From an optimization exercise on the open Yosys and OpenROAD flow, aimed at small area and a short achievable clock period; shortcuts taken in it are not production practice. Where RTL was checked, it was by simulation tests only, not by an equivalence proof against the original. Power figures rest on the tool's default switching activity, not on a simulated workload.

==> job 9839 <==
==> flow/design.v (excerpt) <==
module alu_d #(parameter N = 32)
(
  input clk, rst,
  input [1:0] inp_valid,
  input mode,
  input [3:0] cmd,
  input ce, cin,
  input [N-1:0] opa, opb,
  output reg err, g, l, e,
  output oflow, cout,
  output [(2*N-1):0] res
);
Settings: LEC_CHECK=0, ABC_AREA=1, CAP_MARGIN=20, CORE_MARGIN=2, CORE_UTILIZATION=40, CTS_BUF_LIST=sky130_fd_sc_hd__clkbuf_8, CTS_CLUSTER_DIAMETER=60, CTS_CLUSTER_SIZE=10, PLACE_DENSITY=0.6, SLEW_MARGIN=20; clock period 11.0 ns.
standard.sh (not shown) runs the stock make flow with config.mk's settings and CLKGATE_MAP_FILE= SYNTH_SCRIPT=/design/flow/synth_recipe.tcl, a recipe that flattens the netlist after the stock synthesis.
==> flow/flow/run.sh <==
#!/bin/bash
# The standard layout, with the port buffers made of a plain buffer cell
# (buf_2) instead of the delay-cell buffers buffer_ports picks by default,
# and timing repair aimed at a larger setup slack.
set -o pipefail
export BUFFER_PORTS_ARGS="-buffer_cell sky130_fd_sc_hd__buf_2"
export SETUP_SLACK_MARGIN=6
bash standard.sh > standard.log 2>&1
==> inputs of job 4232, as changes to job 9839 <==
- CTS_BUF_LIST: sky130_fd_sc_hd__clkbuf_8 -> default
==> inputs of job 3403, as changes to job 9839 <==
- CTS_BUF_LIST: sky130_fd_sc_hd__clkbuf_8 -> default
- PLACE_DENSITY: 0.6 -> 0.75
==> summary of the runs <==
Job 3403 produced a clean layout. Job 9839 finished clean. Job 4232 went through all stages and came out clean.
In register-to-register slack, job 4232 and job 9839 hardly differ.
Global-route usage: job 3403 < job 4232 < job 9839.
Maximum frequency: job 4232 > job 9839 > job 3403.
In synthesized cell count, job 3403 and job 9839 do not differ.
First-iteration DRC count: job 9839 < job 4232 < job 3403.
Clock power: job 3403 > job 4232 > job 9839.
Of job 4232 and job 9839, job 9839 has the higher wire length (gap about 0.25%, measured against job 9839).
Power, highest first: job 3403, job 4232, job 9839.
No run of this note included a check of the RTL's function; only the layout flow was run.

---

==> 01-19: inputs <==
alu_d, a different RTL version from the one above (not shown whole).
clock: 11.0 ns
lec_check: 0
abc_area: 1
cap_margin: 20
core_margin: 2
core_utilization: 40
cts_buf_list: sky130_fd_sc_hd__clkbuf_8 sky130_fd_sc_hd__clkbuf_16
cts_cluster_diameter: 60
cts_cluster_size: 10
place_density: 0.6
slew_margin: 20
==> flow/flow/run.sh <==
#!/bin/bash
# The standard layout, with the port buffers made of a plain buffer cell
# (buf_1) instead of the delay-cell buffers buffer_ports picks by default,
# and timing repair aimed at a larger setup slack.
set -o pipefail
export BUFFER_PORTS_ARGS="-buffer_cell sky130_fd_sc_hd__buf_1"
export SETUP_SLACK_MARGIN=6
bash standard.sh > standard.log 2>&1
==> 05-24 (differences from 01-19) <==
--- a/flow/flow/run.sh
+++ b/flow/flow/run.sh
@@ -5,4 +5,4 @@
 set -o pipefail
 export BUFFER_PORTS_ARGS="-buffer_cell sky130_fd_sc_hd__buf_1"
-export SETUP_SLACK_MARGIN=6
+export SETUP_SLACK_MARGIN=5.85
 bash standard.sh > standard.log 2>&1
CTS_BUF_LIST = sky130_fd_sc_hd__clkbuf_8   (was sky130_fd_sc_hd__clkbuf_8 sky130_fd_sc_hd__clkbuf_16)
==> comparison table <==
Result of the run: 05-24 complete, no violations; 01-19 complete, no violations
CTS root buffer: 05-24 sky130_fd_sc_hd__clkbuf_8; 01-19 sky130_fd_sc_hd__clkbuf_16
Final period util: 05-24 45.9%; 01-19 44.7%
Relative area of clock buffers and inverters in the final design: 05-24 1.60%; 01-19 2.65%
Post-DR vias/cell: 05-24 5.96; 01-19 5.95
Initial detailed-routing violation count: 05-24 4,277; 01-19 4,073
Bufs w/o clock: 05-24 218; 01-19 221
Fillcell total: 05-24 9,018; 01-19 8,971
Power, Total: 05-24 5.61 mW; 01-19 5.96 mW
Clock-net power: 05-24 701 uW; 01-19 1.03 mW
Switching portion of total power: 05-24 49.1%; 01-19 47.3%
Number of resized instances in the post-cts repair step: 05-24 15; 01-19 28
Cells on worst reg2reg path: 05-24 12; 01-19 10
Drt pass-1 iters: 05-24 9; 01-19 7
Internal: 05-24 2.85 mW; 01-19 3.14 mW
Portion of total power attributed to the clock network: 05-24 12.5%; 01-19 17.4%
Layout Cell Area excl Fill: 05-24 37,900 sq um; 01-19 38,500 sq um
Leak Pwr: 05-24 15.8 nW; 01-19 16.0 nW

---

==> 08-11 <==
alu_d, a different RTL version from the one above (not shown whole).
==> flow/config.mk <==
export PLATFORM = sky130hd
export DESIGN_NAME = alu_d
export DESIGN_NICKNAME = alu_d
export VERILOG_FILES = /design/flow/design.v
export SDC_FILE = /design/flow/constraint.sdc
export NUM_CORES = 4
export LEC_CHECK = 0
export ABC_AREA = 1
export CAP_MARGIN = 20
export CORE_MARGIN = 2
export CORE_UTILIZATION = 40
export CTS_CLUSTER_DIAMETER = 60
export CTS_CLUSTER_SIZE = 10
export PLACE_DENSITY = 0.6
export SLEW_MARGIN = 20
==> flow/constraint.sdc <==
create_clock -name core_clock -period 11.0 [get_ports {clk}]
set_input_delay 2.2000 -clock core_clock [delete_from_list [all_inputs] [get_ports {clk}]]
set_output_delay 2.2000 -clock core_clock [all_outputs]
set_load 0.01 [all_outputs]
==> flow/flow/run.sh <==
#!/bin/bash
# The standard layout, with the port buffers made of a plain buffer cell
# (buf_2) instead of the delay-cell buffers buffer_ports picks by default,
# and timing repair aimed at a larger setup slack.
set -o pipefail
export BUFFER_PORTS_ARGS="-buffer_cell sky130_fd_sc_hd__buf_2"
export SETUP_SLACK_MARGIN=6.5
bash standard.sh > standard.log 2>&1
==> 08-23: changes against 08-11 <==
--- a/flow/flow/run.sh
+++ b/flow/flow/run.sh
@@ -5,4 +5,4 @@
 set -o pipefail
 export BUFFER_PORTS_ARGS="-buffer_cell sky130_fd_sc_hd__buf_2"
-export SETUP_SLACK_MARGIN=6.5
+export SETUP_SLACK_MARGIN=6
 bash standard.sh > standard.log 2>&1
ABC_AREA = unset   (was 1)
ABC_CLOCK_PERIOD_IN_PS = 5000   (was unset)
==> results.json <==
{
  "status": "timing/DRC/antenna clean",
  "preCtsSetupSlack_ns": 5.26,
  "muxShareOfSynthArea": 0.0204,
  "cp_num_cells": 13,
  "p_clk_mw": 1.09,
  "grt_util_met1": 0.394
}
# the run above: 08-23

==> results.json <==
{
  "final_cell_count_no_fill": 5545,
  "p_clk_mw": 1.25,
  "cp_num_cells": 18,
  "preCtsSetupSlack_ns": 5.11,
  "muxShareOfSynthArea": 0,
  "switching_share": 0.470,
  "multi_input_area_sq_um": 29500,
  "grt_util_met1": 0.391,
  "status": "timing/DRC/antenna clean",
  "synth-simple-area-share": 0.116
}
# the run above: 08-11

re-timing with driven ports:
The flow's constraints put no driver on any port. The routed layouts listed below were extracted and timed again, unchanged, in two steps. Step 1 assumes that a clkbuf_16 drives the clock port and a buf_2 every other input. Step 2 also shifts input and output timing later by t, the mid clock arrival at the registers, as if the neighbouring blocks saw the same clock. a / b / c = ideal / step 1 / step 2; a / b = the first two.
run | t (ns) | setup WS [ns] | cell pins on the clock port's net
job 9839 | 0.671 | 6.070 / 6.018 / 5.672 | 1
job 4232 | 0.623 | 6.071 / 6.002 / 5.633 | 1
job 3403 | 0.655 | 6.068 / 6.009 / 5.721 | 1
01-19 | 0.625 | 6.080 / 6.065 / 5.894 | 1
05-24 | 0.674 | 5.946 / 5.946 / 5.923 | 1
08-11 | 0.655 | 6.132 / 6.064 / 6.382 | 1
08-23 | 0.595 | 5.449 / 5.383 / 5.972 | 1
After both steps every run listed still meets setup and hold. The setup slack of job 4232, which loses most, moves by -0.069 ns with the drivers and by -0.438 ns with both steps.
